This design comes from an exercise in tuning for small area and a short achievable clock period on the open sky130 flow, not from production work. Only simulation tests tie the RTL to the original design; equivalence was not proved. Power figures rest on the tool's default switching activity, not on a simulated workload.

==> flow/design.v <==
`timescale 1ns/1ps
module fir_filter #(
    parameter DATA_WIDTH = 16,
    parameter TAPS       = 8
)(
    input  wire                      clk,
    input  wire                      rst,
    input  wire [DATA_WIDTH-1:0]     s_axis_tdata,
    input  wire                      s_axis_tvalid,
    output wire                      s_axis_tready,   
    input  wire                      s_axis_tlast,
    output reg  [DATA_WIDTH-1:0]     m_axis_tdata,
    output reg                       m_axis_tvalid,
    input  wire                      m_axis_tready,   
    output reg                       m_axis_tlast
);
    reg [15:0] s0, s1, t, r1, r2, r3, r4, r5, r6;
    reg       ready;
    reg [2:0] flush_count;
    assign s_axis_tready = ready;
    wire step = s_axis_tvalid | !ready;
    wire [15:0] x = ready ? s_axis_tdata : 16'd0;
    wire [15:0] y, nt, n1, n2, n3, n4, n5;
    fir_add3 #(15) a_y (.a(s0[14:0]), .b({s1[13:0], 1'b0}), .c(r1[15:1]), .s(y[15:1]));
    assign y[0] = r1[0];
    fir_add #(15) a_t (.a(s0[14:0]), .b(s0[15:1]), .s(nt[15:1]));
    assign nt[0] = s0[0];
    fir_add #(15) a_1 (.a(t[14:0]), .b(r2[15:1]), .s(n1[15:1]));
    assign n1[0] = r2[0];
    fir_add #(13) a_2 (.a(s1[12:0]), .b(r3[15:3]), .s(n2[15:3]));
    assign n2[2:0] = r3[2:0];
    fir_add #(15) a_3 (.a(t[14:0]), .b(r4[15:1]), .s(n3[15:1]));
    assign n3[0] = r4[0];
    fir_add #(14) a_4 (.a(s1[13:0]), .b(r5[15:2]), .s(n4[15:2]));
    assign n4[1:0] = r5[1:0];
    fir_add #(15) a_5 (.a(s1[14:0]), .b(r6[15:1]), .s(n5[15:1]));
    assign n5[0] = r6[0];
    always @(posedge clk) begin
        m_axis_tdata <= y;
        if (rst) begin
            s0 <= 0; s1 <= 0; t <= 0;
            r1 <= 0; r2 <= 0; r3 <= 0; r4 <= 0; r5 <= 0; r6 <= 0;
        end else if (step) begin
            s0 <= x;
            s1 <= s0;
            t  <= nt;
            r1 <= n1;
            r2 <= n2;
            r3 <= n3;
            r4 <= n4;
            r5 <= n5;
            r6 <= s1;
        end
        if (rst) begin
            m_axis_tvalid <= 0;
            m_axis_tlast  <= 0;
            ready         <= 1;
            flush_count   <= 0;
        end else begin
            m_axis_tvalid <= step;
            m_axis_tlast  <= !ready && flush_count == 0;
            if (ready) begin
                if (s_axis_tvalid && s_axis_tlast) begin
                    ready       <= 0;
                    flush_count <= 3'd7;
                end
            end else begin
                if (flush_count == 0)
                    ready <= 1;
                flush_count <= flush_count - 1'b1;
            end
        end
    end
endmodule
module fir_add #(
    parameter W = 16
)(
    input  wire [W-1:0] a,
    input  wire [W-1:0] b,
    output wire [W-1:0] s
);
    localparam L = $clog2(W);
    wire [W-1:0] g [0:L];
    wire [W-1:0] p [0:L];
    assign g[0] = a & b;
    assign p[0] = a ^ b;
    genvar l, i;
    generate
        for (l = 0; l < L; l = l + 1) begin : lvl
            for (i = 0; i < W; i = i + 1) begin : bt
                if ((i >> l) & 1) begin : merge
                    localparam integer J = ((i >> l) << l) - 1;
                    assign g[l+1][i] = g[l][i] | (p[l][i] & g[l][J]);
                    assign p[l+1][i] = p[l][i] & p[l][J];
                end else begin : pass
                    assign g[l+1][i] = g[l][i];
                    assign p[l+1][i] = p[l][i];
                end
            end
        end
    endgenerate
    assign s = p[0] ^ {g[L][W-2:0], 1'b0};
endmodule
module fir_add3 #(
    parameter W = 16
)(
    input  wire [W-1:0] a,
    input  wire [W-1:0] b,
    input  wire [W-1:0] c,
    output wire [W-1:0] s
);
    wire [W-1:0] hs = a ^ b ^ c;
    wire [W-1:0] hc = (a & b) | (a & c) | (b & c);
    fir_add #(W) add (.a(hs), .b({hc[W-2:0], 1'b0}), .s(s));
endmodule
clock: 7.0 ns
lec_check: 0
abc_area: 1
cap_margin: 20
core_margin: 2
core_utilization: 40
cts_buf_list: sky130_fd_sc_hd__clkbuf_8
cts_cluster_size: 30
setup_slack_margin: 4.6
slew_margin: 20
buffer_ports_args: -buffer_cell sky130_fd_sc_hd__buf_2
cts_args: -sink_clustering_enable -repair_clock_nets -dont_use_dummy_load -sink_clustering_size 30 -root_buf sky130_fd_sc_hd__clkbuf_16 -buf_list sky130_fd_sc_hd__clkbuf_8
standard.sh (not shown) runs the stock make flow with config.mk's settings and CLKGATE_MAP_FILE= SYNTH_SCRIPT=/design/flow/synth_recipe.tcl, a recipe that flattens the netlist after the stock synthesis.
==> flow/flow/run.sh <==
#!/bin/bash
# Standard ORFS layout, except: the port buffers are plain buffers (buf_2)
# instead of delay cells, the resizer may swap a cell for one of another
# footprint, and CTS adds no dummy loads to balance the clock tree.
# ORFS keeps each step's own log under orfs/logs; make's output goes to layout.log.
set -euo pipefail
cat >> config.mk <<'EOC'
export BUFFER_PORTS_ARGS = -buffer_cell sky130_fd_sc_hd__buf_2
export CTS_ARGS = -sink_clustering_enable -repair_clock_nets -dont_use_dummy_load -sink_clustering_size 30 -root_buf sky130_fd_sc_hd__clkbuf_16 -buf_list sky130_fd_sc_hd__clkbuf_8
EOC
bash standard.sh MATCH_CELL_FOOTPRINT=0 finish > layout.log 2>&1
Then changed:
--- a/flow/flow/run.sh
+++ b/flow/flow/run.sh
@@ -8,3 +8,3 @@
 export BUFFER_PORTS_ARGS = -buffer_cell sky130_fd_sc_hd__buf_2
-export CTS_ARGS = -sink_clustering_enable -repair_clock_nets -dont_use_dummy_load -sink_clustering_size 30 -root_buf sky130_fd_sc_hd__clkbuf_16 -buf_list sky130_fd_sc_hd__clkbuf_8
+export CTS_ARGS = -sink_clustering_enable -repair_clock_nets -dont_use_dummy_load -sink_clustering_size 30 -buf_list sky130_fd_sc_hd__clkbuf_8
 EOC
CTS_ARGS = -sink_clustering_enable -repair_clock_nets -dont_use_dummy_load -sink_clustering_size 30 -buf_list sky130_fd_sc_hd__clkbuf_8   (was -sink_clustering_enable -repair_clock_nets -dont_use_dummy_load -sink_clustering_size 30 -root_buf sky130_fd_sc_hd__clkbuf_16 -buf_list sky130_fd_sc_hd__clkbuf_8)
SETUP_SLACK_MARGIN = 4.85   (was 4.6)
=> Sequential share of layout area is lower by 2.5 points; via count is higher by a few percent; sequential power barely changes; cell area is higher by roughly a tenth; clock-buffer cell count is unchanged; flip-flop and latch count is unchanged; maximum frequency is lower slightly; area after synthesis does not change; wire length is higher by a few percent.
Then changed:
CTS_BUF_LIST = not set   (was sky130_fd_sc_hd__clkbuf_8)
CTS_CLUSTER_SIZE = not set   (was 30)
SETUP_SLACK_MARGIN = 4.6   (was 4.85)
SYNTH_HIERARCHICAL = 1   (was not set)
SYNTH_MINIMUM_KEEP_SIZE = 0   (was not set)
The changed run produced a clean layout.
Routed wire length is lower by 12%.
Final area is lower by 5.2%.
Total power is lower by 3.6%.
Sequential share of layout area is higher by 1.5 points.
Worst setup slack is better by 35 ps.
Register-to-register slack is better by 40 ps.
Final cell count is higher by 3.8%.
Synthesized area is higher by 5.7%.
Fmax is higher by 1.5%.
Then changed:
==> flow/flow/run.sh (replaced) <==
#!/bin/bash
# Standard ORFS layout, with the port buffers made of plain buffers
# (buf_2) instead of delay cells, and the resizer free to swap a cell for
# one of another footprint. ORFS keeps each step's own log under orfs/logs.
set -euo pipefail
cat >> config.mk <<'EOC'
export BUFFER_PORTS_ARGS = -buffer_cell sky130_fd_sc_hd__buf_2
EOC
bash standard.sh MATCH_CELL_FOOTPRINT=0 finish > layout.log 2>&1
ABC_AREA = not set   (was 1)
ABC_CLOCK_PERIOD_IN_PS = 2500   (was not set)
CORE_UTILIZATION = 55   (was 40)
CTS_ARGS = not set   (was -sink_clustering_enable -repair_clock_nets -dont_use_dummy_load -sink_clustering_size 30 -buf_list sky130_fd_sc_hd__clkbuf_8)
CTS_BUF_LIST = sky130_fd_sc_hd__clkbuf_8   (was not set)
CTS_CLUSTER_DIAMETER = 60   (was not set)
CTS_CLUSTER_SIZE = 40   (was not set)
PLACE_DENSITY = 0.7   (was not set)
SYNTH_HIERARCHICAL = not set   (was 1)
SYNTH_MINIMUM_KEEP_SIZE = not set   (was 0)
Non-clock buffer count increases by 56. Sequential power decreases by a little under a tenth. Wire length increases by about a fifth. Worst hold slack stays flat. Synthesized cell count decreases by about a fifth. Total power decreases by a little under a tenth. Register-to-register slack is worse by 160 ps. Setup slack is worse by 150 ps. Core utilization increases by 23 points. Combinational power decreases by well over a third. Maximum frequency decreases by a few percent.
Then changed:
==> flow/flow/run.sh (replaced) <==
#!/bin/bash
# Standard ORFS layout, except: the port buffers are plain buffers (buf_2)
# instead of delay cells, the resizer may swap a cell for one of another
# footprint, and CTS adds no dummy loads to balance the clock tree.
# ORFS keeps each step's own log under orfs/logs; make's output goes to layout.log.
set -euo pipefail
cat >> config.mk <<'EOC'
export BUFFER_PORTS_ARGS = -buffer_cell sky130_fd_sc_hd__buf_2
export CTS_ARGS = -sink_clustering_enable -repair_clock_nets -dont_use_dummy_load -sink_clustering_size 30 -buf_list sky130_fd_sc_hd__clkbuf_8
EOC
bash standard.sh MATCH_CELL_FOOTPRINT=0 finish > layout.log 2>&1
ABC_AREA = 1   (was not set)
ABC_CLOCK_PERIOD_IN_PS = not set   (was 2500)
CORE_UTILIZATION = 40   (was 55)
CTS_ARGS = -sink_clustering_enable -repair_clock_nets -dont_use_dummy_load -sink_clustering_size 30 -buf_list sky130_fd_sc_hd__clkbuf_8   (was not set)
CTS_CLUSTER_DIAMETER = not set   (was 60)
CTS_CLUSTER_SIZE = 30   (was 40)
PLACE_DENSITY = not set   (was 0.7)
Outcome: Cell count climbs by about a fifth; clock power decreases by a quarter to a third; cell area falls by a few percent; hold slack is better by 11 ps; non-clock buffer count went down by 52.
Then changed:
CORE_UTILIZATION = 65   (was 40)
CTS_BUF_LIST = not set   (was sky130_fd_sc_hd__clkbuf_8)
CTS_CLUSTER_SIZE = not set   (was 30)
Hold slack got worse by 14 ps.
Core utilization is higher by 27 points.
Routed wire length is lower slightly.
Die area is lower by well over a third.
Sequential power is about the same.
Critical path depth is lower by 2.
Worst setup slack got worse by 4.1 ps.
Via count is higher by a few percent.
Total power stays flat.
Count of clock-buffer cells in the layout stays the same.

[afterwards: timing with drivers on the ports]
How much do the figures lean on ideal ports? The routed layouts below were timed once more, with nothing changed but the port constraints. Step 1, drivers: a clkbuf_16 drives clk and a buf_2 each remaining input, both assumed. Step 2 moves the port delays by t, midway between the first and last clock arrival at a register: inputs arrive t later, outputs are due t later. That takes back most of the time a late clock gives input paths. Slacks: ideal ports / drivers / drivers and shift; pairs: ideal ports / drivers.
| run | t (ns) | setup WS [ns] | worst hold slack (ns) | worst register clock-pin slew, ns | worst data-port slew with drivers (ns) |
|---|---|---|---|---|---|
| the first run | 0.414 | 4.649 / 4.649 / 4.262 | 0.368 / 0.368 / 0.368 | 0.10 / 0.10 | 0.05 |
| the second run | 0.492 | 4.627 / 4.611 / 4.400 | 0.357 / 0.357 / 0.357 | 0.10 / 0.10 | 0.04 |
| the third run | 0.484 | 4.662 / 4.620 / 4.242 | 0.356 / 0.356 / 0.356 | 0.11 / 0.11 | 0.04 |
| the fourth run | 0.500 | 4.512 / 4.512 / 4.062 | 0.358 / 0.358 / 0.358 | 0.10 / 0.10 | 0.06 |
| the fifth run | 0.485 | 4.655 / 4.644 / 4.195 | 0.368 / 0.368 / 0.368 | 0.10 / 0.10 | 0.05 |
| the sixth run | 0.493 | 4.651 / 4.643 / 4.177 | 0.354 / 0.354 / 0.354 | 0.09 / 0.09 | 0.03 |
After both steps setup and hold are still met in every run listed. For the sixth run, which loses most, drivers alone change the setup slack by -0.008 ns; drivers and shift together by -0.474 ns.
